Source: an optimization exercise on an open RTL-to-GDS flow (aim: small area). Production flows keep margins and buffers that such runs may drop. In this exercise RTL edits were held to simulation tests only and were not proved equivalent to the original. Power and IR drop assume default switching activity.

==> flow/design.v <==
module ALU(input [7:0] a, b, input [3:0] oper, input clk,
           output reg [7:0] msb, lsb);
    wire [7:0] pp [0:7];
    wire [7:0] s  [0:7];    
    wire [6:0] c  [0:7];    
    wire [15:0] prod;
    genvar i, j, k;
    generate
        for (i = 0; i < 8; i = i + 1) begin : ppg
            assign pp[i] = a & {8{b[i]}};
        end
        assign s[0] = pp[0];
        assign c[0] = 7'h00;
        for (i = 1; i < 8; i = i + 1) begin : mrow
            for (j = 0; j < 7; j = j + 1) begin : mcl
                wire x = pp[i][j];
                wire y = s[i-1][j+1];
                wire z = c[i-1][j];
                assign s[i][j] = x ^ y ^ z;
                assign c[i][j] = (x & y) | (x & z) | (y & z);
            end
            assign s[i][7] = pp[i][7];
        end
        for (i = 0; i < 8; i = i + 1) begin : plo
            assign prod[i] = s[i][0];
        end
    endgenerate
    wire [7:0] fc;
    assign fc[0] = 1'b0;
    generate
        for (j = 0; j < 7; j = j + 1) begin : fadd
            wire x = s[7][j+1];
            wire y = c[7][j];
            assign prod[8+j] = x ^ y ^ fc[j];
            assign fc[j+1] = (x & y) | (x & fc[j]) | (y & fc[j]);
        end
    endgenerate
    assign prod[15] = fc[7];
    wire isdiv = (oper == 4'h3) | (oper == 4'h4);
    wire add   = (oper == 4'h0);
    wire gt    = (oper == 4'hE);
    wire [7:0] q;
    wire co;
    generate
        for (k = 7; k >= 0; k = k - 1) begin : row
            localparam integer W = 8 - k;
            wire [W-1:0] x;
            wire [W-1:0] bb;
            wire [W:0]   cc;
            wire [W-1:0] r;
            wire         qq;
            if (k == 7) begin : first
                assign x = a[7];
            end else begin : next
                assign x = {row[k+1].r, a[k]};
            end
            if (k == 0) begin : r0
                assign bb = b ^ {8{add}};
                assign cc[0] = ~(add | gt);
                assign qq = ~isdiv | cc[W];
                assign co = cc[W];
            end else begin : rk
                assign bb = b[W-1:0];
                assign cc[0] = 1'b1;
                assign qq = isdiv & ~|b[7:W] & cc[W];
            end
            for (j = 0; j < W; j = j + 1) begin : bt
                assign cc[j+1] = (x[j] & ~bb[j]) | (x[j] & cc[j]) | (~bb[j] & cc[j]);
                assign r[j] = x[j] ^ (qq & (~bb[j] ^ cc[j]));
            end
            assign q[k] = (k == 0) ? cc[W] : qq;
        end
    endgenerate
    wire [7:0] rem = row[0].r;
    always @(posedge clk) begin
        case (oper)
            4'h0: {msb, lsb} <= {7'h00, co, rem};
            4'h1: {msb, lsb} <= {{8{~co}}, rem};
            4'h2: {msb, lsb} <= prod;
            4'h3: {msb, lsb} <= {8'h00, q};
            4'h4: {msb, lsb} <= {8'h00, rem};
            4'h5: {msb, lsb} <= {8'h00, a & b};
            4'h6: {msb, lsb} <= {8'hFF, ~(a & b)};
            4'h7: {msb, lsb} <= {8'h00, a | b};
            4'h8: {msb, lsb} <= {8'hFF, ~(a | b)};
            4'h9: {msb, lsb} <= {8'h00, a ^ b};
            4'hA: {msb, lsb} <= {8'hFF, a ~^ b};
            4'hB: {msb, lsb} <= {8'hFF, ~a};
            4'hC: {msb, lsb} <= {7'h00, a, 1'b0};
            4'hD: {msb, lsb} <= {9'h000, a[7:1]};
            4'hE: {msb, lsb} <= {15'h0000, co};
            default: {msb, lsb} <= {15'h0000, ~co};
        endcase
    end
endmodule
==> flow/flow/run.sh <==
#!/bin/bash
# Own flow: the standard synthesis (kept for reference), then the
# hand-built netlist in flow/net.v (same registers, same names) in its place,
# then the standard layout from floorplan to finish. Port buffers are
# buf_1 cells.
set -euo pipefail
R=orfs/results/$FLOW_PLATFORM/ALU/base
bash standard.sh synth > std_synth.log 2>&1
cp $R/1_2_yosys.v std_1_2_yosys.v
cp flow/net.v $R/1_2_yosys.v
touch $R/1_2_yosys.v
bash standard.sh "BUFFER_PORTS_ARGS=-buffer_cell sky130_fd_sc_hd__buf_2" finish > layout.log 2>&1
==> flow/standard.sh <==
#!/bin/bash
# synth_recipe.tcl (not shown) runs the flow's synth.tcl, then flattens the netlist and writes it again
# the make line also repeats each setting of config.mk as NAME=value (left out here)
make -C /OpenROAD-flow-scripts/flow DESIGN_CONFIG=/design/flow/config.mk WORK_HOME=/design/flow/orfs CLKGATE_MAP_FILE= SYNTH_SCRIPT=/design/flow/synth_recipe.tcl "${@:-finish}"
==> flow/config.mk <==
export PLATFORM = sky130hd
export DESIGN_NAME = ALU
export DESIGN_NICKNAME = ALU
export VERILOG_FILES = /design/flow/design.v
export SDC_FILE = /design/flow/constraint.sdc
export NUM_CORES = 4
export LEC_CHECK = 0
export CAP_MARGIN = 0
export CORE_MARGIN = 2
export CORE_UTILIZATION = 40
export GPL_TIMING_DRIVEN = 0
export SETUP_SLACK_MARGIN = -1.0
export SLEW_MARGIN = 0
==> flow/constraint.sdc <==
create_clock -name core_clock -period 12.5 [get_ports {clk}]
set_input_delay 2.5000 -clock core_clock [delete_from_list [all_inputs] [get_ports {clk}]]
set_output_delay 2.5000 -clock core_clock [all_outputs]
set_load 0.01 [all_outputs]
Not shown: flow/flow/net.v
==> results.py, run 1 <==
metrics = {
    "run_status": {
        "status": "timing/DRC/antenna clean",
    },
    "critical_path": {
        "path_delay_family": "compound AO/OA/AOI/OAI gates",
        "cp_common_cell": "o21ai_1",
        "end_kind": "register",
        "crit_buf_inv": 2,
    },
    "layout": {
        "seq_cells": 16,
        "final_nets": 592,
        "layout_commonest_cell": "nand2_1",
        "layout_common_cells": "nand2_1, nor2_1, fa_1",
        "seq-cell-share": 0.0792,
        "fin_area_mm2": 0.00405,
    },
    "pwr": {
        "p_leak_nw": 1.49,
        "pg_comb_mw": 0.271,
        "p_total_mw": 0.369,
        "switchingPower_mw": 0.165,
        "p_int_mw": 0.204,
    },
    "drt": {
        "wl_met2_um": 4160,
        "wl_met1_um": 4170,
    },
    "timing": {
        "tns_ps": 0,
        "final.setup.worst_slack_ps": 359,
        "hold_slack_ps": 2720,
        "relSlewSlack": 0.229,
        "final_max_slew_viol_count": 0,
    },
    "clock_tree": {
        "cts_num_sinks": 16,
        "ctsHoldBuffers": 0,
        "cts_buffer_depth": 2,
    },
    "floorplanning": {
        "core_mm2": 0.00876,
        "pin_count": 37,
        "die_area_mm2": 0.00986,
        "rows": 34,
    },
    "place": {
        "numPortBuffers": 36,
        "post-place-ws_ps": -319,
    },
    "synthesis": {
        "avgSynthCellArea_um2": 7.56,
        "synth.net_count": 549,
    },
    "min_path": {
        "hp-start": "oper[3]",
        "whs_path_depth": 4,
        "min_path_type": "input port to register",
    },
    "job": {
        "cap_violations": 0,
    },
    "grt": {
        "grt_pass1_wl_um": 15100,
        "track_usage": 0.186,
    },
}
==> run 2: changes to the inputs <==
==> flow/flow/net.v (replaced) <==
module ALU(a, b, oper, clk, msb, lsb);
input [7:0] a; input [7:0] b; input [3:0] oper; input clk;
output [7:0] msb; output [7:0] lsb;
wire n0,n2,n3,n4,n5,n6,n7,n8,n9,n10,n11,n12,n13,n14,n15,n16,n17,n18,n19,n20;
wire n21,n22,n23,n24,n25,n26,n27,n28,n29,n30,n31,n32,n33,n34,n35,n36,n37,n38,n39,n40;
wire n41,n42,n43,n44,n45,n46,n47,n48,n49,n50,n51,n52,n53,n54,n55,n56,n57,n58,n59,n60;
wire n61,n62,n63,n64,n65,n66,n67,n68,n69,n70,n71,n72,n73,n74,n75,n76,n77,n78,n79,n80;
wire n81,n82,n83,n84,n85,n86,n87,n88,n89,n90,n91,n92,n93,n94,n95,n96,n97,n98,n99,n100;
wire n101,n102,n103,n104,n105,n106,n107,n108,n109,n110,n111,n112,n113,n114,n115,n116,n117,n118,n119,n120;
wire n121,n122,n123,n124,n125,n126,n127,n128,n129,n130,n131,n132,n133,n134,n135,n136,n137,n138,n139,n140;
wire n141,n142,n143,n144,n145,n146,n147,n148,n149,n150,n151,n152,n153,n154,n155,n156,n157,n158,n159,n160;
wire n161,n162,n163,n164,n165,n166,n167,n168,n169,n170,n171,n172,n173,n174,n175,n176,n177,n178,n179,n180;
wire n181,n182,n183,n184,n185,n186,n187,n188,n189,n190,n191,n192,n193,n194,n195,n196,n197,n198,n199,n200;
wire n201,n202,n203,n204,n205,n206,n207,n208,n209,n210,n211,n212,n213,n214,n215,n216,n217,n218,n219,n220;
wire n221,n222,n223,n224,n225,n226,n227,n228,n229,n230,n231,n232,n233,n234,n235,n236,n237,n238,n239,n240;
wire n241,n242,n243,n244,n245,n246,n247,n248,n249,n250,n251,n252,n253,n254,n255,n256,n257,n258,n259,n260;
wire n261,n262,n263,n264,n265,n266,n267,n268,n269,n270,n271,n272,n273,n274,n275,n276,n277,n278,n279,n280;
wire n281,n282,n283,n284,n285,n286,n287,n288,n289,n290,n291,n292,n293,n294,n295,n296,n297,n298,n299,n300;
wire n301,n302,n303,n304,n305,n306,n307,n308,n309,n310,n311,n312,n313,n314,n315,n316,n317,n318,n319,n320;
wire n321,n322,n323,n324,n325,n326,n327,n328,n329,n330,n331,n332,n333,n334,n335,n336,n337,n338,n339,n340;
wire n341,n342,n343,n344,n345,n346,n347,n348,n349,n350,n351,n352,n353,n354,n355,n356,n357,n358,n359,n360;
wire n361,n362,n363,n364,n365,n366,n367,n368,n369,n370,n371,n372,n373,n374,n375,n376,n377,n378,n379,n380;
wire n381,n382,n383,n384,n385,n386,n387,n388,n389,n390,n391,n392,n393,n394,n395,n396,n397,n398,n399,n400;
wire n401,n402,n403,n404,n405,n406,n407,n408,n409,n410,n411,n412,n413,n414,n415,n416,n417,n418,n419,n420;
wire n421,n422,n423,n424,n425,n426,n427,n428,n429,n430,n431,n432,n433,n434,n435,n436,n437,n438,n439,n440;
wire n441,n442,n443,n444,n445,n446,n447,n448,n449,n450,n451,n452,n453,n454,n455,n456,n457,n458,n459,n460;
wire n461,n462,n463,n464,n465,n466,n467,n468,n469,n470,n471,n472,n473,n474,n475,n476,n477,n478,n479,n480;
wire n481,n482,n483,n484,n485,n486,n487,n488,n489,n490,n491,n492,n493,n494,n495,n496,n497,n498;
sky130_fd_sc_hd__clkinv_1 g0(.A(b[5]),.Y(n2));
sky130_fd_sc_hd__clkinv_1 g1(.A(b[3]),.Y(n3));
sky130_fd_sc_hd__clkinv_1 g2(.A(b[1]),.Y(n4));
sky130_fd_sc_hd__clkinv_1 g3(.A(b[0]),.Y(n0));
sky130_fd_sc_hd__a21oi_1 g4(.A1(oper[0]),.A2(oper[2]),.B1(oper[3]),.Y(n5));
sky130_fd_sc_hd__clkinv_1 g5(.A(oper[0]),.Y(n6));
sky130_fd_sc_hd__nand2_1 g6(.A(n6),.B(oper[1]),.Y(n7));
sky130_fd_sc_hd__o211ai_1 g7(.A1(oper[1]),.A2(oper[2]),.B1(n5),.C1(n7),.Y(n8));
sky130_fd_sc_hd__clkinv_1 g8(.A(b[7]),.Y(n9));
sky130_fd_sc_hd__o2111ai_1 g9(.A1(oper[1]),.A2(oper[2]),.B1(n9),.C1(n5),.D1(n7),.Y(n10));
sky130_fd_sc_hd__nor2_1 g10(.A(b[6]),.B(n10),.Y(n11));
sky130_fd_sc_hd__clkinv_1 g11(.A(b[3]),.Y(n12));
sky130_fd_sc_hd__clkinv_1 g12(.A(b[4]),.Y(n13));
sky130_fd_sc_hd__clkinv_1 g13(.A(b[5]),.Y(n14));
sky130_fd_sc_hd__nand4_1 g14(.A(n11),.B(n12),.C(n13),.D(n14),.Y(n15));
sky130_fd_sc_hd__nor2_1 g15(.A(b[2]),.B(n15),.Y(n16));
sky130_fd_sc_hd__clkinv_1 g16(.A(b[1]),.Y(n17));
sky130_fd_sc_hd__clkinv_1 g17(.A(a[7]),.Y(n18));
sky130_fd_sc_hd__a31oi_1 g18(.A1(n16),.A2(n17),.A3(b[0]),.B1(n18),.Y(n19));
sky130_fd_sc_hd__clkinv_1 g19(.A(b[0]),.Y(n20));
sky130_fd_sc_hd__o21ai_0 g20(.A1(n20),.A2(a[6]),.B1(n16),.Y(n21));
sky130_fd_sc_hd__a21oi_1 g21(.A1(b[1]),.A2(n18),.B1(n21),.Y(n22));
sky130_fd_sc_hd__nand2_1 g22(.A(n18),.B(b[1]),.Y(n23));
sky130_fd_sc_hd__clkinv_1 g23(.A(a[6]),.Y(n24));
sky130_fd_sc_hd__a31oi_1 g24(.A1(n16),.A2(b[0]),.A3(n23),.B1(n24),.Y(n25));
sky130_fd_sc_hd__o21ai_0 g25(.A1(n17),.A2(n21),.B1(n19),.Y(n26));
sky130_fd_sc_hd__or2_2 g26(.A(a[5]),.B(n20),.X(n27));
sky130_fd_sc_hd__nor2_1 g27(.A(n17),.B(n27),.Y(n28));
sky130_fd_sc_hd__clkinv_1 g28(.A(n28),.Y(n29));
sky130_fd_sc_hd__nand2_1 g29(.A(n27),.B(n17),.Y(n30));
sky130_fd_sc_hd__clkinv_1 g30(.A(n30),.Y(n31));
sky130_fd_sc_hd__a21oi_1 g31(.A1(n25),.A2(n29),.B1(n31),.Y(n32));
sky130_fd_sc_hd__or2_2 g32(.A(b[2]),.B(n32),.X(n33));
sky130_fd_sc_hd__nand2_1 g33(.A(n33),.B(n26),.Y(n34));
sky130_fd_sc_hd__a21oi_1 g34(.A1(n32),.A2(b[2]),.B1(n15),.Y(n35));
sky130_fd_sc_hd__nand2_1 g35(.A(n34),.B(n35),.Y(n36));
sky130_fd_sc_hd__clkinv_1 g36(.A(n36),.Y(n37));
sky130_fd_sc_hd__a2111oi_0 g37(.A1(b[0]),.A2(n18),.B1(b[1]),.C1(b[2]),.D1(n15),.Y(n38));
sky130_fd_sc_hd__a21oi_1 g38(.A1(n33),.A2(n35),.B1(n26),.Y(n39));
sky130_fd_sc_hd__nor2_1 g39(.A(a[1]),.B(n20),.Y(n40));
sky130_fd_sc_hd__nor2_1 g40(.A(a[2]),.B(n20),.Y(n41));
sky130_fd_sc_hd__nor2_1 g41(.A(a[3]),.B(n20),.Y(n42));
sky130_fd_sc_hd__nor2_1 g42(.A(a[4]),.B(n20),.Y(n43));
sky130_fd_sc_hd__o21ai_0 g43(.A1(n20),.A2(n36),.B1(a[5]),.Y(n44));
sky130_fd_sc_hd__o21ai_0 g44(.A1(n27),.A2(n36),.B1(n44),.Y(n45));
sky130_fd_sc_hd__nand2_1 g45(.A(n11),.B(n14),.Y(n46));
sky130_fd_sc_hd__nor2_1 g46(.A(b[4]),.B(n46),.Y(n47));
sky130_fd_sc_hd__nor3_1 g47(.A(n31),.B(n28),.C(n36),.Y(n48));
sky130_fd_sc_hd__xnor2_1 g48(.A(n25),.B(n48),.Y(n49));
sky130_fd_sc_hd__nor2_1 g49(.A(oper[0]),.B(oper[2]),.Y(n50));
sky130_fd_sc_hd__clkinv_1 g50(.A(n50),.Y(n51));
sky130_fd_sc_hd__clkinv_1 g51(.A(oper[1]),.Y(n52));
sky130_fd_sc_hd__clkinv_1 g52(.A(oper[3]),.Y(n53));
sky130_fd_sc_hd__nand2_1 g53(.A(n52),.B(n53),.Y(n54));
sky130_fd_sc_hd__nor2_1 g54(.A(n51),.B(n54),.Y(n55));
sky130_fd_sc_hd__clkinv_1 g55(.A(n55),.Y(n56));
sky130_fd_sc_hd__nor2_1 g56(.A(b[3]),.B(n56),.Y(n57));
sky130_fd_sc_hd__a21oi_1 g57(.A1(b[3]),.A2(n56),.B1(n57),.Y(n58));
sky130_fd_sc_hd__nor2_1 g58(.A(b[1]),.B(n56),.Y(n59));
sky130_fd_sc_hd__a21oi_1 g59(.A1(b[1]),.A2(n56),.B1(n59),.Y(n60));
sky130_fd_sc_hd__clkinv_1 g60(.A(oper[2]),.Y(n61));
sky130_fd_sc_hd__nor2_1 g61(.A(n52),.B(oper[3]),.Y(n62));
sky130_fd_sc_hd__nand3_1 g62(.A(oper[0]),.B(n61),.C(n62),.Y(n63));
sky130_fd_sc_hd__clkinv_1 g63(.A(n63),.Y(n64));
sky130_fd_sc_hd__nand2_1 g64(.A(b[6]),.B(n56),.Y(n65));
sky130_fd_sc_hd__o21ai_0 g65(.A1(b[6]),.A2(n56),.B1(n65),.Y(n66));
sky130_fd_sc_hd__nand2_1 g66(.A(b[4]),.B(n56),.Y(n67));
sky130_fd_sc_hd__o21ai_0 g67(.A1(b[4]),.A2(n56),.B1(n67),.Y(n68));
sky130_fd_sc_hd__nand2_1 g68(.A(b[2]),.B(n56),.Y(n69));
sky130_fd_sc_hd__o21ai_0 g69(.A1(b[2]),.A2(n56),.B1(n69),.Y(n70));
sky130_fd_sc_hd__clkinv_1 g70(.A(oper[0]),.Y(n71));
sky130_fd_sc_hd__nor3_1 g71(.A(n71),.B(oper[2]),.C(n54),.Y(n72));
sky130_fd_sc_hd__clkinv_1 g72(.A(n72),.Y(n73));
sky130_fd_sc_hd__nand2_1 g73(.A(n50),.B(n62),.Y(n74));
sky130_fd_sc_hd__nor2_1 g74(.A(n71),.B(n61),.Y(n75));
sky130_fd_sc_hd__clkinv_1 g75(.A(n75),.Y(n76));
sky130_fd_sc_hd__nor3_1 g76(.A(oper[1]),.B(n53),.C(n76),.Y(n77));
sky130_fd_sc_hd__nor4_1 g77(.A(oper[1]),.B(n53),.C(oper[0]),.D(n61),.Y(n78));
sky130_fd_sc_hd__nor2_1 g78(.A(b[5]),.B(n56),.Y(n79));
sky130_fd_sc_hd__a21oi_1 g79(.A1(b[5]),.A2(n56),.B1(n79),.Y(n80));
sky130_fd_sc_hd__nor2_1 g80(.A(n52),.B(n53),.Y(n81));
sky130_fd_sc_hd__clkinv_1 g81(.A(n81),.Y(n82));
sky130_fd_sc_hd__o22ai_1 g82(.A1(oper[2]),.A2(oper[3]),.B1(n61),.B2(n62),.Y(n83));
sky130_fd_sc_hd__a21oi_1 g83(.A1(oper[0]),.A2(n82),.B1(n83),.Y(n84));
sky130_fd_sc_hd__clkinv_1 g84(.A(n84),.Y(n85));
sky130_fd_sc_hd__a22oi_1 g85(.A1(n76),.A2(n82),.B1(oper[3]),.B2(n51),.Y(n86));
sky130_fd_sc_hd__nor3_1 g86(.A(n50),.B(n83),.C(n81),.Y(n87));
sky130_fd_sc_hd__nor2_1 g87(.A(n50),.B(n83),.Y(n88));
sky130_fd_sc_hd__clkinv_1 g88(.A(b[0]),.Y(n89));
sky130_fd_sc_hd__nand3_1 g89(.A(n71),.B(oper[2]),.C(n81),.Y(n90));
sky130_fd_sc_hd__nand2_1 g90(.A(n89),.B(n90),.Y(n91));
sky130_fd_sc_hd__o21ai_0 g91(.A1(n89),.A2(n90),.B1(n91),.Y(n92));
sky130_fd_sc_hd__nand2b_1 g92(.A_N(a[0]),.B(n91),.Y(n93));
sky130_fd_sc_hd__o221ai_1 g93(.A1(n89),.A2(n90),.B1(b[0]),.B2(n56),.C1(n93),.Y(n94));
sky130_fd_sc_hd__nor2_1 g94(.A(b[7]),.B(n56),.Y(n95));
sky130_fd_sc_hd__a21oi_1 g95(.A1(b[7]),.A2(n56),.B1(n95),.Y(n96));
sky130_fd_sc_hd__nor2_1 g96(.A(n76),.B(n82),.Y(n97));
sky130_fd_sc_hd__nand2_1 g97(.A(n63),.B(n90),.Y(n98));
sky130_fd_sc_hd__nor2_1 g98(.A(n54),.B(n75),.Y(n99));
sky130_fd_sc_hd__clkinv_1 g99(.A(n99),.Y(n100));
sky130_fd_sc_hd__a21oi_1 g100(.A1(n101),.A2(n102),.B1(n103),.Y(n104));
sky130_fd_sc_hd__a21oi_1 g101(.A1(n105),.A2(n106),.B1(n107),.Y(n108));
sky130_fd_sc_hd__a21oi_1 g102(.A1(n109),.A2(n110),.B1(n111),.Y(n112));
sky130_fd_sc_hd__a21oi_1 g103(.A1(n77),.A2(a[1]),.B1(n113),.Y(n114));
sky130_fd_sc_hd__a21oi_1 g104(.A1(n78),.A2(a[6]),.B1(n115),.Y(n116));
sky130_fd_sc_hd__a21oi_1 g105(.A1(n117),.A2(n118),.B1(n119),.Y(n120));
sky130_fd_sc_hd__a21oi_1 g106(.A1(n121),.A2(n122),.B1(n123),.Y(n124));
sky130_fd_sc_hd__a21oi_1 g107(.A1(n125),.A2(n126),.B1(n127),.Y(n128));
sky130_fd_sc_hd__a21oi_1 g108(.A1(n129),.A2(n130),.B1(n131),.Y(n132));
sky130_fd_sc_hd__a21oi_1 g109(.A1(n133),.A2(n134),.B1(n135),.Y(n136));
sky130_fd_sc_hd__a21oi_1 g110(.A1(n137),.A2(n138),.B1(n139),.Y(n140));
sky130_fd_sc_hd__a21oi_1 g111(.A1(n141),.A2(n142),.B1(n143),.Y(n144));
sky130_fd_sc_hd__a21oi_1 g112(.A1(n145),.A2(n146),.B1(n147),.Y(n148));
sky130_fd_sc_hd__a221oi_1 g113(.A1(n78),.A2(a[0]),.B1(n77),.B2(a[2]),.C1(n149),.Y(n150));
sky130_fd_sc_hd__a221oi_1 g114(.A1(n78),.A2(a[1]),.B1(n77),.B2(a[3]),.C1(n151),.Y(n152));
sky130_fd_sc_hd__a221oi_1 g115(.A1(n78),.A2(a[2]),.B1(n77),.B2(a[4]),.C1(n153),.Y(n154));
sky130_fd_sc_hd__a221oi_1 g116(.A1(n78),.A2(a[3]),.B1(n77),.B2(a[5]),.C1(n155),.Y(n156));
sky130_fd_sc_hd__a221oi_1 g117(.A1(n78),.A2(a[4]),.B1(n77),.B2(a[6]),.C1(n157),.Y(n158));
sky130_fd_sc_hd__a221oi_1 g118(.A1(n78),.A2(a[5]),.B1(n77),.B2(a[7]),.C1(n159),.Y(n160));
sky130_fd_sc_hd__a2bb2oi_1 g119(.A1_N(n74),.A2_N(n161),.B1(n64),.B2(n162),.Y(n163));
sky130_fd_sc_hd__a2bb2oi_1 g120(.A1_N(n74),.A2_N(n164),.B1(n64),.B2(n165),.Y(n166));
sky130_fd_sc_hd__a2bb2oi_1 g121(.A1_N(n74),.A2_N(n167),.B1(n64),.B2(n37),.Y(n168));
sky130_fd_sc_hd__a2bb2oi_1 g122(.A1_N(n74),.A2_N(n169),.B1(n64),.B2(n22),.Y(n170));
sky130_fd_sc_hd__a2bb2oi_1 g123(.A1_N(n74),.A2_N(n171),.B1(n64),.B2(n38),.Y(n172));
sky130_fd_sc_hd__buf_2 g124(.A(n173),.X(n174));
sky130_fd_sc_hd__fa_1 g125(.A(n175),.B(n176),.CIN(n177),.COUT(n178),.SUM(n179));
sky130_fd_sc_hd__fa_1 g126(.A(n180),.B(n181),.CIN(n182),.COUT(n183),.SUM(n184));
sky130_fd_sc_hd__fa_1 g127(.A(n185),.B(n186),.CIN(n187),.COUT(n188),.SUM(n189));
sky130_fd_sc_hd__fa_1 g128(.A(n190),.B(n191),.CIN(n192),.COUT(n193),.SUM(n194));
sky130_fd_sc_hd__fa_1 g129(.A(n195),.B(n196),.CIN(n197),.COUT(n198),.SUM(n199));
sky130_fd_sc_hd__fa_1 g130(.A(n200),.B(n201),.CIN(n202),.COUT(n203),.SUM(n204));
sky130_fd_sc_hd__fa_1 g131(.A(n205),.B(n206),.CIN(n207),.COUT(n208),.SUM(n209));
sky130_fd_sc_hd__fa_1 g132(.A(n210),.B(n211),.CIN(n212),.COUT(n213),.SUM(n214));
sky130_fd_sc_hd__fa_1 g133(.A(n215),.B(n189),.CIN(n216),.COUT(n217),.SUM(n218));
sky130_fd_sc_hd__fa_1 g134(.A(n219),.B(n194),.CIN(n188),.COUT(n220),.SUM(n221));
sky130_fd_sc_hd__fa_1 g135(.A(n222),.B(n199),.CIN(n193),.COUT(n223),.SUM(n224));
sky130_fd_sc_hd__fa_1 g136(.A(n225),.B(n204),.CIN(n198),.COUT(n226),.SUM(n227));
sky130_fd_sc_hd__fa_1 g137(.A(n228),.B(n229),.CIN(n230),.COUT(n231),.SUM(n232));
sky130_fd_sc_hd__fa_1 g138(.A(n233),.B(n234),.CIN(n203),.COUT(n235),.SUM(n236));
sky130_fd_sc_hd__fa_1 g139(.A(n237),.B(n214),.CIN(n208),.COUT(n238),.SUM(n167));
sky130_fd_sc_hd__fa_1 g140(.A(n239),.B(n218),.CIN(n213),.COUT(n240),.SUM(n241));
sky130_fd_sc_hd__fa_1 g141(.A(n242),.B(n221),.CIN(n217),.COUT(n243),.SUM(n244));
sky130_fd_sc_hd__fa_1 g142(.A(n245),.B(n224),.CIN(n220),.COUT(n246),.SUM(n247));
sky130_fd_sc_hd__fa_1 g143(.A(n248),.B(n227),.CIN(n223),.COUT(n249),.SUM(n250));
sky130_fd_sc_hd__fa_1 g144(.A(n251),.B(n236),.CIN(n226),.COUT(n252),.SUM(n253));
sky130_fd_sc_hd__fa_1 g145(.A(n254),.B(n255),.CIN(n235),.COUT(n256),.SUM(n257));
sky130_fd_sc_hd__fa_1 g146(.A(n258),.B(n241),.CIN(n238),.COUT(n259),.SUM(n169));
sky130_fd_sc_hd__fa_1 g147(.A(n260),.B(n244),.CIN(n240),.COUT(n261),.SUM(n262));
sky130_fd_sc_hd__fa_1 g148(.A(n263),.B(n264),.CIN(n265),.COUT(n187),.SUM(n266));
sky130_fd_sc_hd__fa_1 g149(.A(n267),.B(n247),.CIN(n243),.COUT(n268),.SUM(n269));
sky130_fd_sc_hd__fa_1 g150(.A(n270),.B(n250),.CIN(n246),.COUT(n271),.SUM(n272));
sky130_fd_sc_hd__fa_1 g151(.A(n273),.B(n253),.CIN(n249),.COUT(n274),.SUM(n275));
sky130_fd_sc_hd__fa_1 g152(.A(n276),.B(n257),.CIN(n252),.COUT(n277),.SUM(n278));
sky130_fd_sc_hd__fa_1 g153(.A(n279),.B(n280),.CIN(n256),.COUT(n281),.SUM(n282));
sky130_fd_sc_hd__fa_1 g154(.A(n283),.B(n262),.CIN(n259),.COUT(n284),.SUM(n171));
sky130_fd_sc_hd__fa_1 g155(.A(n285),.B(n269),.CIN(n261),.COUT(n286),.SUM(n287));
sky130_fd_sc_hd__fa_1 g156(.A(n288),.B(n272),.CIN(n268),.COUT(n289),.SUM(n290));
sky130_fd_sc_hd__fa_1 g157(.A(n291),.B(n275),.CIN(n271),.COUT(n292),.SUM(n293));
sky130_fd_sc_hd__fa_1 g158(.A(n294),.B(n278),.CIN(n274),.COUT(n295),.SUM(n296));
sky130_fd_sc_hd__fa_1 g159(.A(n297),.B(n298),.CIN(n299),.COUT(n192),.SUM(n186));
sky130_fd_sc_hd__fa_1 g160(.A(n300),.B(n282),.CIN(n277),.COUT(n301),.SUM(n302));
sky130_fd_sc_hd__fa_1 g161(.A(n303),.B(n304),.CIN(n281),.COUT(n305),.SUM(n306));
sky130_fd_sc_hd__fa_1 g162(.A(n290),.B(n286),.CIN(n307),.COUT(n308),.SUM(n309));
sky130_fd_sc_hd__fa_1 g163(.A(n293),.B(n289),.CIN(n308),.COUT(n310),.SUM(n311));
sky130_fd_sc_hd__fa_1 g164(.A(n296),.B(n292),.CIN(n310),.COUT(n312),.SUM(n313));
sky130_fd_sc_hd__fa_1 g165(.A(n302),.B(n295),.CIN(n312),.COUT(n314),.SUM(n315));
sky130_fd_sc_hd__fa_1 g166(.A(n306),.B(n301),.CIN(n314),.COUT(n316),.SUM(n317));
sky130_fd_sc_hd__fa_1 g167(.A(n318),.B(n305),.CIN(n316),.COUT(n319),.SUM(n320));
sky130_fd_sc_hd__fa_1 g168(.A(n321),.B(n322),.CIN(n323),.COUT(n197),.SUM(n191));
sky130_fd_sc_hd__fa_1 g169(.A(n324),.B(n325),.CIN(n326),.COUT(n202),.SUM(n196));
sky130_fd_sc_hd__fa_1 g170(.A(n327),.B(n184),.CIN(n178),.COUT(n207),.SUM(n164));
sky130_fd_sc_hd__fa_1 g171(.A(n328),.B(n232),.CIN(n183),.COUT(n212),.SUM(n206));
sky130_fd_sc_hd__fa_1 g172(.A(n329),.B(n266),.CIN(n231),.COUT(n216),.SUM(n211));
sky130_fd_sc_hd__mux2i_1 g173(.A0(n97),.A1(n98),.S(n174),.Y(n330));
sky130_fd_sc_hd__mux2i_1 g174(.A0(n72),.A1(n55),.S(n174),.Y(n331));
sky130_fd_sc_hd__mux4_1 g175(.A0(n84),.A1(n88),.A2(n87),.A3(n86),.S0(b[0]),.S1(a[0]),.X(n332));
sky130_fd_sc_hd__mux4_1 g176(.A0(n84),.A1(n88),.A2(n87),.A3(n86),.S0(b[1]),.S1(a[1]),.X(n149));
sky130_fd_sc_hd__mux4_1 g177(.A0(n84),.A1(n88),.A2(n87),.A3(n86),.S0(b[2]),.S1(a[2]),.X(n151));
sky130_fd_sc_hd__mux4_1 g178(.A0(n84),.A1(n88),.A2(n87),.A3(n86),.S0(b[3]),.S1(a[3]),.X(n153));
sky130_fd_sc_hd__mux4_1 g179(.A0(n84),.A1(n88),.A2(n87),.A3(n86),.S0(b[4]),.S1(a[4]),.X(n155));
sky130_fd_sc_hd__mux4_1 g180(.A0(n84),.A1(n88),.A2(n87),.A3(n86),.S0(b[5]),.S1(a[5]),.X(n157));
sky130_fd_sc_hd__mux4_1 g181(.A0(n84),.A1(n88),.A2(n87),.A3(n86),.S0(b[6]),.S1(a[6]),.X(n159));
sky130_fd_sc_hd__mux4_1 g182(.A0(n84),.A1(n88),.A2(n87),.A3(n86),.S0(b[7]),.S1(a[7]),.X(n115));
sky130_fd_sc_hd__nand2_1 g183(.A(a[0]),.B(b[0]),.Y(n333));
sky130_fd_sc_hd__nand2_1 g184(.A(a[1]),.B(b[0]),.Y(n334));
sky130_fd_sc_hd__nand2_1 g185(.A(a[2]),.B(b[1]),.Y(n335));
sky130_fd_sc_hd__nand2_1 g186(.A(n336),.B(n96),.Y(n337));
sky130_fd_sc_hd__nand2_1 g187(.A(n78),.B(a[7]),.Y(n338));
sky130_fd_sc_hd__nand2_1 g188(.A(n99),.B(n339),.Y(n340));
sky130_fd_sc_hd__nand2_1 g189(.A(n99),.B(n341),.Y(n342));
sky130_fd_sc_hd__nand2_1 g190(.A(n99),.B(n343),.Y(n344));
sky130_fd_sc_hd__nand2_1 g191(.A(n99),.B(n345),.Y(n346));
sky130_fd_sc_hd__nand2_1 g192(.A(n331),.B(n347),.Y(n348));
sky130_fd_sc_hd__nand2_1 g193(.A(a[3]),.B(b[1]),.Y(n349));
sky130_fd_sc_hd__nand2_1 g194(.A(a[4]),.B(b[1]),.Y(n350));
sky130_fd_sc_hd__nand2_1 g195(.A(a[5]),.B(b[1]),.Y(n351));
sky130_fd_sc_hd__nand2_1 g196(.A(a[6]),.B(b[1]),.Y(n352));
sky130_fd_sc_hd__nand2_1 g197(.A(a[7]),.B(b[1]),.Y(n325));
sky130_fd_sc_hd__nand2_1 g198(.A(a[0]),.B(b[2]),.Y(n175));
sky130_fd_sc_hd__nand2_1 g199(.A(a[1]),.B(b[2]),.Y(n180));
sky130_fd_sc_hd__nand2_1 g200(.A(a[2]),.B(b[2]),.Y(n228));
sky130_fd_sc_hd__nand2_1 g201(.A(a[3]),.B(b[2]),.Y(n263));
sky130_fd_sc_hd__nand2_1 g202(.A(a[2]),.B(b[0]),.Y(n353));
sky130_fd_sc_hd__nand2_1 g203(.A(a[4]),.B(b[2]),.Y(n297));
sky130_fd_sc_hd__nand2_1 g204(.A(a[5]),.B(b[2]),.Y(n321));
sky130_fd_sc_hd__nand2_1 g205(.A(a[6]),.B(b[2]),.Y(n324));
sky130_fd_sc_hd__nand2_1 g206(.A(a[7]),.B(b[2]),.Y(n201));
sky130_fd_sc_hd__nand2_1 g207(.A(a[0]),.B(b[3]),.Y(n327));
sky130_fd_sc_hd__nand2_1 g208(.A(a[1]),.B(b[3]),.Y(n328));
sky130_fd_sc_hd__nand2_1 g209(.A(a[2]),.B(b[3]),.Y(n329));
sky130_fd_sc_hd__nand2_1 g210(.A(a[3]),.B(b[3]),.Y(n185));
sky130_fd_sc_hd__nand2_1 g211(.A(a[4]),.B(b[3]),.Y(n190));
sky130_fd_sc_hd__nand2_1 g212(.A(a[5]),.B(b[3]),.Y(n195));
sky130_fd_sc_hd__nand2_1 g213(.A(a[3]),.B(b[0]),.Y(n354));
sky130_fd_sc_hd__nand2_1 g214(.A(a[6]),.B(b[3]),.Y(n200));
sky130_fd_sc_hd__nand2_1 g215(.A(a[7]),.B(b[3]),.Y(n234));
sky130_fd_sc_hd__nand2_1 g216(.A(a[0]),.B(b[4]),.Y(n205));
sky130_fd_sc_hd__nand2_1 g217(.A(a[1]),.B(b[4]),.Y(n210));
sky130_fd_sc_hd__nand2_1 g218(.A(a[2]),.B(b[4]),.Y(n215));
sky130_fd_sc_hd__nand2_1 g219(.A(a[3]),.B(b[4]),.Y(n219));
sky130_fd_sc_hd__nand2_1 g220(.A(a[4]),.B(b[4]),.Y(n222));
sky130_fd_sc_hd__nand2_1 g221(.A(a[5]),.B(b[4]),.Y(n225));
sky130_fd_sc_hd__nand2_1 g222(.A(a[6]),.B(b[4]),.Y(n233));
sky130_fd_sc_hd__nand2_1 g223(.A(a[7]),.B(b[4]),.Y(n255));
sky130_fd_sc_hd__nand2_1 g224(.A(a[4]),.B(b[0]),.Y(n355));
sky130_fd_sc_hd__nand2_1 g225(.A(a[0]),.B(b[5]),.Y(n237));
sky130_fd_sc_hd__nand2_1 g226(.A(a[1]),.B(b[5]),.Y(n239));
sky130_fd_sc_hd__nand2_1 g227(.A(a[2]),.B(b[5]),.Y(n242));
sky130_fd_sc_hd__nand2_1 g228(.A(a[3]),.B(b[5]),.Y(n245));
sky130_fd_sc_hd__nand2_1 g229(.A(a[4]),.B(b[5]),.Y(n248));
sky130_fd_sc_hd__nand2_1 g230(.A(a[5]),.B(b[5]),.Y(n251));
sky130_fd_sc_hd__nand2_1 g231(.A(a[6]),.B(b[5]),.Y(n254));
sky130_fd_sc_hd__nand2_1 g232(.A(a[7]),.B(b[5]),.Y(n280));
sky130_fd_sc_hd__nand2_1 g233(.A(a[0]),.B(b[6]),.Y(n258));
sky130_fd_sc_hd__nand2_1 g234(.A(a[1]),.B(b[6]),.Y(n260));
sky130_fd_sc_hd__nand2_1 g235(.A(a[5]),.B(b[0]),.Y(n356));
sky130_fd_sc_hd__nand2_1 g236(.A(a[2]),.B(b[6]),.Y(n267));
sky130_fd_sc_hd__nand2_1 g237(.A(a[3]),.B(b[6]),.Y(n270));
sky130_fd_sc_hd__nand2_1 g238(.A(a[4]),.B(b[6]),.Y(n273));
sky130_fd_sc_hd__nand2_1 g239(.A(a[5]),.B(b[6]),.Y(n276));
sky130_fd_sc_hd__nand2_1 g240(.A(a[6]),.B(b[6]),.Y(n279));
sky130_fd_sc_hd__nand2_1 g241(.A(a[7]),.B(b[6]),.Y(n304));
sky130_fd_sc_hd__nand2_1 g242(.A(a[0]),.B(b[7]),.Y(n283));
sky130_fd_sc_hd__nand2_1 g243(.A(a[1]),.B(b[7]),.Y(n285));
sky130_fd_sc_hd__nand2_1 g244(.A(a[2]),.B(b[7]),.Y(n288));
sky130_fd_sc_hd__nand2_1 g245(.A(a[3]),.B(b[7]),.Y(n291));
sky130_fd_sc_hd__nand2_1 g246(.A(a[6]),.B(b[0]),.Y(n357));
sky130_fd_sc_hd__nand2_1 g247(.A(a[4]),.B(b[7]),.Y(n294));
sky130_fd_sc_hd__nand2_1 g248(.A(a[5]),.B(b[7]),.Y(n300));
sky130_fd_sc_hd__nand2_1 g249(.A(a[6]),.B(b[7]),.Y(n303));
sky130_fd_sc_hd__nand2_1 g250(.A(a[7]),.B(b[7]),.Y(n318));
sky130_fd_sc_hd__nand2_1 g251(.A(n45),.B(n4),.Y(n358));
sky130_fd_sc_hd__nand2_1 g252(.A(n49),.B(b[2]),.Y(n101));
sky130_fd_sc_hd__nand2_1 g253(.A(n39),.B(n3),.Y(n359));
sky130_fd_sc_hd__nand2_1 g254(.A(n360),.B(n4),.Y(n361));
sky130_fd_sc_hd__nand2_1 g255(.A(n362),.B(b[2]),.Y(n105));
sky130_fd_sc_hd__nand2_1 g256(.A(n363),.B(n3),.Y(n364));
sky130_fd_sc_hd__nand2_1 g257(.A(a[7]),.B(b[0]),.Y(n365));
sky130_fd_sc_hd__nand2_1 g258(.A(n366),.B(b[4]),.Y(n117));
sky130_fd_sc_hd__nand2_1 g259(.A(n165),.B(b[0]),.Y(n367));
sky130_fd_sc_hd__nand2_1 g260(.A(n165),.B(n368),.Y(n369));
sky130_fd_sc_hd__nand2_1 g261(.A(n165),.B(n370),.Y(n371));
sky130_fd_sc_hd__nand2_1 g262(.A(n165),.B(n372),.Y(n373));
sky130_fd_sc_hd__nand2_1 g263(.A(n165),.B(n374),.Y(n375));
sky130_fd_sc_hd__nand2_1 g264(.A(n376),.B(n4),.Y(n377));
sky130_fd_sc_hd__nand2_1 g265(.A(n378),.B(b[2]),.Y(n121));
sky130_fd_sc_hd__nand2_1 g266(.A(n379),.B(n3),.Y(n380));
sky130_fd_sc_hd__nand2_1 g267(.A(n381),.B(b[4]),.Y(n125));
sky130_fd_sc_hd__nand2_1 g268(.A(a[0]),.B(b[1]),.Y(n382));
sky130_fd_sc_hd__nand2_1 g269(.A(n383),.B(n2),.Y(n384));
sky130_fd_sc_hd__nand2_1 g270(.A(n385),.B(n4),.Y(n386));
sky130_fd_sc_hd__nand2_1 g271(.A(n387),.B(b[2]),.Y(n129));
sky130_fd_sc_hd__nand2_1 g272(.A(n388),.B(n3),.Y(n389));
sky130_fd_sc_hd__nand2_1 g273(.A(n390),.B(b[4]),.Y(n133));
sky130_fd_sc_hd__nand2_1 g274(.A(n391),.B(n2),.Y(n392));
sky130_fd_sc_hd__nand2_1 g275(.A(n393),.B(b[6]),.Y(n137));
sky130_fd_sc_hd__nand2_1 g276(.A(n162),.B(b[0]),.Y(n394));
sky130_fd_sc_hd__nand2_1 g277(.A(n162),.B(n395),.Y(n396));
sky130_fd_sc_hd__nand2_1 g278(.A(n162),.B(n397),.Y(n398));
sky130_fd_sc_hd__nand2_1 g279(.A(a[1]),.B(b[1]),.Y(n399));
sky130_fd_sc_hd__nand2_1 g280(.A(n162),.B(n400),.Y(n401));
sky130_fd_sc_hd__nand2_1 g281(.A(n162),.B(n402),.Y(n403));
sky130_fd_sc_hd__nand2_1 g282(.A(n162),.B(n404),.Y(n405));
sky130_fd_sc_hd__nand2_1 g283(.A(n162),.B(n406),.Y(n407));
sky130_fd_sc_hd__nand2_1 g284(.A(n408),.B(n60),.Y(n409));
sky130_fd_sc_hd__nand2_1 g285(.A(n410),.B(n70),.Y(n141));
sky130_fd_sc_hd__nand2_1 g286(.A(n411),.B(n58),.Y(n412));
sky130_fd_sc_hd__nand2_1 g287(.A(n413),.B(n68),.Y(n145));
sky130_fd_sc_hd__nand2_1 g288(.A(n414),.B(n80),.Y(n415));
sky130_fd_sc_hd__nand2_1 g289(.A(n416),.B(n66),.Y(n109));
sky130_fd_sc_hd__nand2_2 g290(.A(n47),.B(n417),.Y(n418));
sky130_fd_sc_hd__nand2_2 g291(.A(n11),.B(n419),.Y(n420));
sky130_fd_sc_hd__nand3_1 g292(.A(n340),.B(n421),.C(n152),.Y(n422));
sky130_fd_sc_hd__nand3_1 g293(.A(n342),.B(n423),.C(n156),.Y(n424));
sky130_fd_sc_hd__nand3_1 g294(.A(n344),.B(n170),.C(n160),.Y(n425));
sky130_fd_sc_hd__nand3_1 g295(.A(n346),.B(n330),.C(n114),.Y(n426));
sky130_fd_sc_hd__nor2_1 g296(.A(n45),.B(n4),.Y(n427));
sky130_fd_sc_hd__nor2_1 g297(.A(n49),.B(b[2]),.Y(n103));
sky130_fd_sc_hd__nor2_1 g298(.A(n366),.B(b[4]),.Y(n119));
sky130_fd_sc_hd__nor2_1 g299(.A(n376),.B(n4),.Y(n428));
sky130_fd_sc_hd__nor2_1 g300(.A(n378),.B(b[2]),.Y(n123));
sky130_fd_sc_hd__nor2_1 g301(.A(n379),.B(n3),.Y(n429));
sky130_fd_sc_hd__nor2_1 g302(.A(n381),.B(b[4]),.Y(n127));
sky130_fd_sc_hd__nor2_1 g303(.A(n383),.B(n2),.Y(n430));
sky130_fd_sc_hd__nor2_1 g304(.A(n420),.B(n0),.Y(n431));
sky130_fd_sc_hd__nor2_1 g305(.A(n420),.B(n432),.Y(n433));
sky130_fd_sc_hd__nor2_1 g306(.A(n420),.B(n434),.Y(n435));
sky130_fd_sc_hd__nor2_1 g307(.A(n420),.B(n436),.Y(n437));
sky130_fd_sc_hd__nor2_1 g308(.A(n39),.B(n3),.Y(n438));
sky130_fd_sc_hd__nor2_1 g309(.A(n420),.B(n439),.Y(n440));
sky130_fd_sc_hd__nor2_1 g310(.A(n420),.B(n441),.Y(n442));
sky130_fd_sc_hd__nor2_1 g311(.A(n385),.B(n4),.Y(n443));
sky130_fd_sc_hd__nor2_1 g312(.A(n387),.B(b[2]),.Y(n131));
sky130_fd_sc_hd__nor2_1 g313(.A(n388),.B(n3),.Y(n444));
sky130_fd_sc_hd__nor2_1 g314(.A(n390),.B(b[4]),.Y(n135));
sky130_fd_sc_hd__nor2_1 g315(.A(n391),.B(n2),.Y(n445));
sky130_fd_sc_hd__nor2_1 g316(.A(n393),.B(b[6]),.Y(n139));
sky130_fd_sc_hd__nor2_1 g317(.A(n408),.B(n60),.Y(n446));
sky130_fd_sc_hd__nor2_1 g318(.A(n410),.B(n70),.Y(n143));
sky130_fd_sc_hd__nor2_1 g319(.A(n418),.B(n0),.Y(n447));
sky130_fd_sc_hd__nor2_1 g320(.A(n411),.B(n58),.Y(n448));
sky130_fd_sc_hd__nor2_1 g321(.A(n413),.B(n68),.Y(n147));
sky130_fd_sc_hd__nor2_1 g322(.A(n414),.B(n80),.Y(n449));
sky130_fd_sc_hd__nor2_1 g323(.A(n416),.B(n66),.Y(n111));
sky130_fd_sc_hd__nor2_1 g324(.A(n336),.B(n96),.Y(n450));
sky130_fd_sc_hd__nor2_1 g325(.A(n451),.B(n92),.Y(n452));
sky130_fd_sc_hd__nor2_1 g326(.A(n451),.B(n453),.Y(n454));
sky130_fd_sc_hd__nor2_1 g327(.A(n451),.B(n455),.Y(n456));
sky130_fd_sc_hd__nor2_1 g328(.A(n451),.B(n457),.Y(n458));
sky130_fd_sc_hd__nor2_1 g329(.A(n451),.B(n459),.Y(n460));
sky130_fd_sc_hd__nor2_1 g330(.A(n418),.B(n461),.Y(n462));
sky130_fd_sc_hd__nor2_1 g331(.A(n451),.B(n463),.Y(n464));
sky130_fd_sc_hd__nor2_1 g332(.A(n451),.B(n465),.Y(n466));
sky130_fd_sc_hd__nor2_1 g333(.A(n451),.B(n467),.Y(n468));
sky130_fd_sc_hd__nor2_1 g334(.A(n74),.B(n333),.Y(n469));
sky130_fd_sc_hd__nor2_1 g335(.A(n418),.B(n470),.Y(n471));
sky130_fd_sc_hd__nor2_1 g336(.A(n418),.B(n472),.Y(n473));
sky130_fd_sc_hd__nor2_1 g337(.A(n360),.B(n4),.Y(n474));
sky130_fd_sc_hd__nor2_1 g338(.A(n362),.B(b[2]),.Y(n107));
sky130_fd_sc_hd__nor2_1 g339(.A(n363),.B(n3),.Y(n475));
sky130_fd_sc_hd__nor2_2 g340(.A(n46),.B(n120),.Y(n165));
sky130_fd_sc_hd__nor2_2 g341(.A(n10),.B(n140),.Y(n162));
sky130_fd_sc_hd__nor2_2 g342(.A(n8),.B(n173),.Y(n451));
sky130_fd_sc_hd__o211a_1 g343(.A1(n74),.A2(n476),.B1(n85),.C1(n338),.X(n347));
sky130_fd_sc_hd__o211ai_1 g344(.A1(n100),.A2(n477),.B1(n163),.C1(n150),.Y(n478));
sky130_fd_sc_hd__o211ai_1 g345(.A1(n100),.A2(n479),.B1(n166),.C1(n154),.Y(n480));
sky130_fd_sc_hd__o211ai_1 g346(.A1(n100),.A2(n481),.B1(n168),.C1(n158),.Y(n482));
sky130_fd_sc_hd__o211ai_1 g347(.A1(n100),.A2(n483),.B1(n172),.C1(n116),.Y(n484));
sky130_fd_sc_hd__o21a_1 g348(.A1(n74),.A2(n309),.B1(n85),.X(n485));
sky130_fd_sc_hd__o21a_1 g349(.A1(n74),.A2(n311),.B1(n85),.X(n486));
sky130_fd_sc_hd__o21a_1 g350(.A1(n74),.A2(n313),.B1(n85),.X(n487));
sky130_fd_sc_hd__o21a_1 g351(.A1(n74),.A2(n315),.B1(n85),.X(n488));
sky130_fd_sc_hd__o21a_1 g352(.A1(n74),.A2(n317),.B1(n85),.X(n489));
sky130_fd_sc_hd__o21a_1 g353(.A1(n74),.A2(n320),.B1(n85),.X(n490));
sky130_fd_sc_hd__o21a_1 g354(.A1(n74),.A2(n319),.B1(n85),.X(n491));
sky130_fd_sc_hd__o21ai_1 g355(.A1(n427),.A2(n43),.B1(n358),.Y(n102));
sky130_fd_sc_hd__o21ai_1 g356(.A1(n438),.A2(n104),.B1(n359),.Y(n417));
sky130_fd_sc_hd__o21ai_1 g357(.A1(n446),.A2(n94),.B1(n409),.Y(n142));
sky130_fd_sc_hd__o21ai_1 g358(.A1(n448),.A2(n144),.B1(n412),.Y(n146));
sky130_fd_sc_hd__o21ai_1 g359(.A1(n449),.A2(n148),.B1(n415),.Y(n110));
sky130_fd_sc_hd__o21ai_1 g360(.A1(n450),.A2(n112),.B1(n337),.Y(n173));
sky130_fd_sc_hd__o21ai_1 g361(.A1(n73),.A2(n174),.B1(n485),.Y(n492));
sky130_fd_sc_hd__o21ai_1 g362(.A1(n73),.A2(n174),.B1(n486),.Y(n493));
sky130_fd_sc_hd__o21ai_1 g363(.A1(n73),.A2(n174),.B1(n487),.Y(n494));
sky130_fd_sc_hd__o21ai_1 g364(.A1(n73),.A2(n174),.B1(n488),.Y(n495));
sky130_fd_sc_hd__o21ai_1 g365(.A1(n73),.A2(n174),.B1(n489),.Y(n496));
sky130_fd_sc_hd__o21ai_1 g366(.A1(n73),.A2(n174),.B1(n490),.Y(n497));
sky130_fd_sc_hd__o21ai_1 g367(.A1(n474),.A2(n42),.B1(n361),.Y(n106));
sky130_fd_sc_hd__o21ai_1 g368(.A1(n73),.A2(n174),.B1(n491),.Y(n498));
sky130_fd_sc_hd__o21ai_1 g369(.A1(n475),.A2(n108),.B1(n364),.Y(n118));
sky130_fd_sc_hd__o21ai_1 g370(.A1(n428),.A2(n41),.B1(n377),.Y(n122));
sky130_fd_sc_hd__o21ai_1 g371(.A1(n429),.A2(n124),.B1(n380),.Y(n126));
sky130_fd_sc_hd__o21ai_1 g372(.A1(n430),.A2(n128),.B1(n384),.Y(n419));
sky130_fd_sc_hd__o21ai_1 g373(.A1(n443),.A2(n40),.B1(n386),.Y(n130));
sky130_fd_sc_hd__o21ai_1 g374(.A1(n444),.A2(n132),.B1(n389),.Y(n134));
sky130_fd_sc_hd__o21ai_1 g375(.A1(n445),.A2(n136),.B1(n392),.Y(n138));
sky130_fd_sc_hd__o22a_1 g376(.A1(n63),.A2(n420),.B1(n74),.B2(n179),.X(n421));
sky130_fd_sc_hd__o22a_1 g377(.A1(n63),.A2(n418),.B1(n74),.B2(n209),.X(n423));
sky130_fd_sc_hd__or2_1 g378(.A(n382),.B(n334),.X(n177));
sky130_fd_sc_hd__or2_1 g379(.A(n399),.B(n353),.X(n182));
sky130_fd_sc_hd__or2_1 g380(.A(n335),.B(n354),.X(n230));
sky130_fd_sc_hd__or2_1 g381(.A(n349),.B(n355),.X(n265));
sky130_fd_sc_hd__or2_1 g382(.A(n350),.B(n356),.X(n299));
sky130_fd_sc_hd__or2_1 g383(.A(n351),.B(n357),.X(n323));
sky130_fd_sc_hd__or2_1 g384(.A(n352),.B(n365),.X(n326));
sky130_fd_sc_hd__or2_1 g385(.A(n287),.B(n284),.X(n307));
sky130_fd_sc_hd__or2_1 g386(.A(n332),.B(n469),.X(n113));
sky130_fd_sc_hd__xnor2_1 g387(.A(n382),.B(n334),.Y(n161));
sky130_fd_sc_hd__xnor2_1 g388(.A(n399),.B(n353),.Y(n176));
sky130_fd_sc_hd__xnor2_1 g389(.A(n49),.B(n471),.Y(n363));
sky130_fd_sc_hd__xnor2_1 g390(.A(b[3]),.B(n104),.Y(n472));
sky130_fd_sc_hd__xnor2_1 g391(.A(n39),.B(n473),.Y(n366));
sky130_fd_sc_hd__xnor2_1 g392(.A(a[3]),.B(n367),.Y(n376));
sky130_fd_sc_hd__xnor2_1 g393(.A(b[2]),.B(n106),.Y(n370));
sky130_fd_sc_hd__xnor2_1 g394(.A(b[4]),.B(n118),.Y(n374));
sky130_fd_sc_hd__xnor2_1 g395(.A(b[1]),.B(n41),.Y(n432));
sky130_fd_sc_hd__xnor2_1 g396(.A(n376),.B(n433),.Y(n387));
sky130_fd_sc_hd__xnor2_1 g397(.A(n378),.B(n435),.Y(n388));
sky130_fd_sc_hd__xnor2_1 g398(.A(b[3]),.B(n124),.Y(n436));
sky130_fd_sc_hd__xnor2_1 g399(.A(n335),.B(n354),.Y(n181));
sky130_fd_sc_hd__xnor2_1 g400(.A(n379),.B(n437),.Y(n390));
sky130_fd_sc_hd__xnor2_1 g401(.A(n381),.B(n440),.Y(n391));
sky130_fd_sc_hd__xnor2_1 g402(.A(b[5]),.B(n128),.Y(n441));
sky130_fd_sc_hd__xnor2_1 g403(.A(n383),.B(n442),.Y(n393));
sky130_fd_sc_hd__xnor2_1 g404(.A(a[1]),.B(n394),.Y(n408));
sky130_fd_sc_hd__xnor2_1 g405(.A(b[2]),.B(n130),.Y(n397));
sky130_fd_sc_hd__xnor2_1 g406(.A(b[4]),.B(n134),.Y(n402));
sky130_fd_sc_hd__xnor2_1 g407(.A(b[6]),.B(n138),.Y(n406));
sky130_fd_sc_hd__xnor2_1 g408(.A(n408),.B(n454),.Y(n477));
sky130_fd_sc_hd__xnor2_1 g409(.A(n410),.B(n456),.Y(n339));
sky130_fd_sc_hd__xnor2_1 g410(.A(n349),.B(n355),.Y(n229));
sky130_fd_sc_hd__xnor2_1 g411(.A(n411),.B(n458),.Y(n479));
sky130_fd_sc_hd__xnor2_1 g412(.A(n413),.B(n460),.Y(n341));
sky130_fd_sc_hd__xnor2_1 g413(.A(n414),.B(n464),.Y(n481));
sky130_fd_sc_hd__xnor2_1 g414(.A(n416),.B(n466),.Y(n343));
sky130_fd_sc_hd__xnor2_1 g415(.A(n336),.B(n468),.Y(n483));
sky130_fd_sc_hd__xnor2_1 g416(.A(n350),.B(n356),.Y(n264));
sky130_fd_sc_hd__xnor2_1 g417(.A(n351),.B(n357),.Y(n298));
sky130_fd_sc_hd__xnor2_1 g418(.A(n352),.B(n365),.Y(n322));
sky130_fd_sc_hd__xnor2_1 g419(.A(n287),.B(n284),.Y(n476));
sky130_fd_sc_hd__xnor2_1 g420(.A(b[1]),.B(n43),.Y(n461));
sky130_fd_sc_hd__xnor2_1 g421(.A(n45),.B(n462),.Y(n362));
sky130_fd_sc_hd__xor2_1 g422(.A(a[4]),.B(n447),.X(n360));
sky130_fd_sc_hd__xor2_1 g423(.A(b[2]),.B(n102),.X(n470));
sky130_fd_sc_hd__xor2_1 g424(.A(b[4]),.B(n126),.X(n439));
sky130_fd_sc_hd__xor2_1 g425(.A(b[1]),.B(n40),.X(n395));
sky130_fd_sc_hd__xor2_1 g426(.A(n385),.B(n396),.X(n410));
sky130_fd_sc_hd__xor2_1 g427(.A(n387),.B(n398),.X(n411));
sky130_fd_sc_hd__xor2_1 g428(.A(b[3]),.B(n132),.X(n400));
sky130_fd_sc_hd__xor2_1 g429(.A(n388),.B(n401),.X(n413));
sky130_fd_sc_hd__xor2_1 g430(.A(n390),.B(n403),.X(n414));
sky130_fd_sc_hd__xor2_1 g431(.A(b[5]),.B(n136),.X(n404));
sky130_fd_sc_hd__xor2_1 g432(.A(n391),.B(n405),.X(n416));
sky130_fd_sc_hd__xor2_1 g433(.A(n393),.B(n407),.X(n336));
sky130_fd_sc_hd__xor2_1 g434(.A(b[1]),.B(n42),.X(n368));
sky130_fd_sc_hd__xor2_1 g435(.A(a[0]),.B(n452),.X(n345));
sky130_fd_sc_hd__xor2_1 g436(.A(n60),.B(n94),.X(n453));
sky130_fd_sc_hd__xor2_1 g437(.A(n70),.B(n142),.X(n455));
sky130_fd_sc_hd__xor2_1 g438(.A(n58),.B(n144),.X(n457));
sky130_fd_sc_hd__xor2_1 g439(.A(n68),.B(n146),.X(n459));
sky130_fd_sc_hd__xor2_1 g440(.A(n80),.B(n148),.X(n463));
sky130_fd_sc_hd__xor2_1 g441(.A(n66),.B(n110),.X(n465));
sky130_fd_sc_hd__xor2_1 g442(.A(n96),.B(n112),.X(n467));
sky130_fd_sc_hd__xor2_1 g443(.A(n360),.B(n369),.X(n378));
sky130_fd_sc_hd__xor2_1 g444(.A(n362),.B(n371),.X(n379));
sky130_fd_sc_hd__xor2_1 g445(.A(b[3]),.B(n108),.X(n372));
sky130_fd_sc_hd__xor2_1 g446(.A(n363),.B(n373),.X(n381));
sky130_fd_sc_hd__xor2_1 g447(.A(n366),.B(n375),.X(n383));
sky130_fd_sc_hd__xor2_1 g448(.A(a[2]),.B(n431),.X(n385));
sky130_fd_sc_hd__xor2_1 g449(.A(b[2]),.B(n122),.X(n434));
sky130_fd_sc_hd__dfxtp_1 \lsb[0]$_DFF_P_ (.CLK(clk),.D(n426),.Q(lsb[0]));
sky130_fd_sc_hd__dfxtp_1 \lsb[1]$_DFF_P_ (.CLK(clk),.D(n478),.Q(lsb[1]));
sky130_fd_sc_hd__dfxtp_1 \lsb[2]$_DFF_P_ (.CLK(clk),.D(n422),.Q(lsb[2]));
sky130_fd_sc_hd__dfxtp_1 \lsb[3]$_DFF_P_ (.CLK(clk),.D(n480),.Q(lsb[3]));
sky130_fd_sc_hd__dfxtp_1 \lsb[4]$_DFF_P_ (.CLK(clk),.D(n424),.Q(lsb[4]));
sky130_fd_sc_hd__dfxtp_1 \lsb[5]$_DFF_P_ (.CLK(clk),.D(n482),.Q(lsb[5]));
sky130_fd_sc_hd__dfxtp_1 \lsb[6]$_DFF_P_ (.CLK(clk),.D(n425),.Q(lsb[6]));
sky130_fd_sc_hd__dfxtp_1 \lsb[7]$_DFF_P_ (.CLK(clk),.D(n484),.Q(lsb[7]));
sky130_fd_sc_hd__dfxtp_1 \msb[0]$_DFF_P_ (.CLK(clk),.D(n348),.Q(msb[0]));
sky130_fd_sc_hd__dfxtp_1 \msb[1]$_DFF_P_ (.CLK(clk),.D(n492),.Q(msb[1]));
sky130_fd_sc_hd__dfxtp_1 \msb[2]$_DFF_P_ (.CLK(clk),.D(n493),.Q(msb[2]));
sky130_fd_sc_hd__dfxtp_1 \msb[3]$_DFF_P_ (.CLK(clk),.D(n494),.Q(msb[3]));
sky130_fd_sc_hd__dfxtp_1 \msb[4]$_DFF_P_ (.CLK(clk),.D(n495),.Q(msb[4]));
sky130_fd_sc_hd__dfxtp_1 \msb[5]$_DFF_P_ (.CLK(clk),.D(n496),.Q(msb[5]));
sky130_fd_sc_hd__dfxtp_1 \msb[6]$_DFF_P_ (.CLK(clk),.D(n497),.Q(msb[6]));
sky130_fd_sc_hd__dfxtp_1 \msb[7]$_DFF_P_ (.CLK(clk),.D(n498),.Q(msb[7]));
endmodule
--- a/flow/config.mk
+++ b/flow/config.mk
@@ -9,5 +9,6 @@
 export CORE_MARGIN = 2
 export CORE_UTILIZATION = 40
+export CTS_BUF_LIST = sky130_fd_sc_hd__clkbuf_4
 export GPL_TIMING_DRIVEN = 0
-export SETUP_SLACK_MARGIN = -1.0
+export SETUP_SLACK_MARGIN = -0.5
 export SLEW_MARGIN = 0
==> run 2 against run 1 <==
  * Wire length grew 3.9%
  * Count of clock-buffer cells in the layout is the same
  * Synthesized cell count shrank 2.9%
  * Largest power group unchanged
==> results.py, run 2 <==
metrics = {
    "layout": {
        "layout.cells.non_filler": 619,
        "final_util": 0.462,
        "area_delta_synth_final_pct": 12.2,
        "layout_commonest_cell": "nand2_1",
        "final_nets": 581,
        "fin_area_mm2": 0.00401,
        "drive_above_1_share": 0.119,
        "fill_cells": 918,
        "insertedDiodeCount": 0,
        "layout_common_cells": "nand2_1, nor2_1, fa_1",
    },
    "clock_tree": {
        "cts_tree": "yes",
        "clkTransAtPathRegs_ps": 100,
        "ctsRootBufferMaster": "clkbuf_4",
        "cts_buffers": 3,
        "ctsHoldBuffers": 0,
        "cts_max_level": 1,
        "cts_num_sinks": 16,
        "cts_buffer_depth": 2,
    },
    "drt": {
        "firstDrtPassIters": 4,
        "drt-initial-drc-count": 293,
        "wl_per_cell_um": 14.7,
        "remaining_drc_errors": 0,
        "vias_per_cell": 5.36,
        "wl_um": 9080,
        "via_count": 3317,
        "antenna_left": 0,
    },
    "timing": {
        "final_hold_viol_count": 0,
        "hold_slack_ps": 2700,
        "period_needed_ps": 11840,
        "fmax_mhz": 84.4,
        "setup_violations": 0,
        "final_max_slew_viol_count": 0,
        "period_share": 0.947,
        "worst_pin_slew_ps": 1120,
        "tns_ps": 0,
        "final.setup.worst_slack_ps": 657,
        "relSlewSlack": 0.250,
    },
    "synthesis": {
        "synth_area_mm2": 0.00357,
        "avgSynthCellArea_um2": 7.67,
        "synth.net_count": 535,
        "syn_inst": 466,
        "yosys_warnings": 1,
    },
    "grt": {
        "grt_antenna_before_repair": 0,
        "track_usage": 0.194,
        "grt_max_degree": 28,
        "grt_pass1_wl_um": 15500,
        "grt_pass1_vias": 3318,
        "overflow": 0,
    },
    "critical_path": {
        "slowest_delay_ps": 270,
        "worstPathMaxFanout": 8,
        "start_kind": "input port",
        "slowest_stage": "xor2_1",
        "end_kind": "register",
        "cp.required_ps": 12670,
        "critPathArrivalTime_ps": 12010,
        "worst-setup-path-type": "input port to register",
        "cp_common_cell": "o21ai_1",
    },
    "floorplanning": {
        "die_w_um": 98.5,
        "rows": 34,
        "pin_count": 37,
        "core_mm2": 0.00868,
        "die_h_um": 98.5,
        "die_area_mm2": 0.00970,
        "initial_core_util": 0.412,
    },
    "pwr": {
        "p_leak_nw": 1.48,
        "max-vdd-ir-drop_uv": 52.3,
        "power.density_mw_per_mm2": 90.8,
        "p_total_mw": 0.364,
    },
    "place": {
        "dp_hpwl_um": 7090,
        "post-place-ws_ps": -112,
        "placed_area_mm2": 0.00389,
        "place.gp.congestion": 0.871,
        "numPortBuffers": 36,
        "place_inst": 610,
    },
    "min_path": {
        "whs_path_depth": 3,
        "min_path_type": "input port to register",
    },
    "run_status": {
        "status": "timing/DRC/antenna clean",
    },
    "job": {
        "cap_violations": 0,
    },
}
==> run 2: cell types whose count changed in the layout (fill, tap and decap cells not counted), moves of 4 or more <==
cell / before / now
a2bb2oi_1: 0 / 5
nand2_1: 126 / 120
nor2_1: 68 / 62
clkinv_1: 34 / 30
xor2_1: 37 / 27
or2_1: 16 / 9
==> run 2: final cells by class <==
type | count | area, um^2 | area share
timing repair buffer | 41 | 218 | 0.0543
clock inverter | 1 | 3.75 | 0.000937
tap | 108 | 135 | 0.0337
buffer | 1 | 5.00 | 0.00125
multi-input combinational | 420 | 3190 | 0.797
clock buffer | 3 | 22.5 | 0.00562
sequential | 16 | 320 | 0.0800
inverter | 29 | 109 | 0.0272
==> run 2: path summary, 6_finish.rpt <==
| path | startpoint | end | slack [ps] |
|---|---|---|---|
| worst max-delay path | oper[2] | lsb[5]$_DFF_P_ | 660 |
| worst min-delay path | a[7] | lsb[6]$_DFF_P_ | 2700 |
==> run 2: what timing repair did <==
item,CTS,global route
resized for setup,0,12
buffers inserted,0,5
setup endpoints to repair,0,16
==> run 2: where the power goes <==
part	internal [mW]	switching, mW	total [mW]	leakage, nW
logic	0.123	0.148	0.272	1.33
clock network	0.0116	0.0176	0.0292	0.0154
registers	0.0608	0.00197	0.0628	0.135
total	0.196	0.168	0.364	1.48
==> run 2: metal layers <==
metal  routed length [um]  GRT usage
met5                    0          0
met4                   49     0.0190
met3                  290     0.0191
met2                 4710      0.356
met1                 4030      0.256
==> run 2: critical path, delay by kind of cell <==
family	cells	cell delay, ps
compound gates	32	5460
simple gates	21	2840
xor+xnor	5	1060
buf+inv	1	150

## static timing again, ports no longer ideal
How much do the figures lean on ideal ports? The routed layouts below were timed once more, with nothing changed but the port constraints.
Step 1 assumes that a clkbuf_16 drives the clock port and a buf_2 every other input.
Step 2 times the ports against the registers' clock, not the clock port: input delays grow and output delays shrink by t, the midpoint of the rising clock arrivals with the driver on.
a / b / c = ideal ports / drivers / drivers and shift; a / b = the first two.
run	shift t [ns]	slack for setup (ns)	clock arrival spread, ns	slew at the worst register clock pin (ns)	worst data-port slew with drivers (ns)
run 1	0.258	0.359 / 0.361 / 0.103	0.003 / 0.004	0.05 / 0.05	0.03
run 2	0.312	0.657 / 0.659 / 0.347	0.006 / 0.006	0.10 / 0.10	0.03
After both steps setup and hold are still met in every run listed. The setup slack of run 2, which loses most, moves by +0.002 ns with the drivers and by -0.310 ns with both steps.
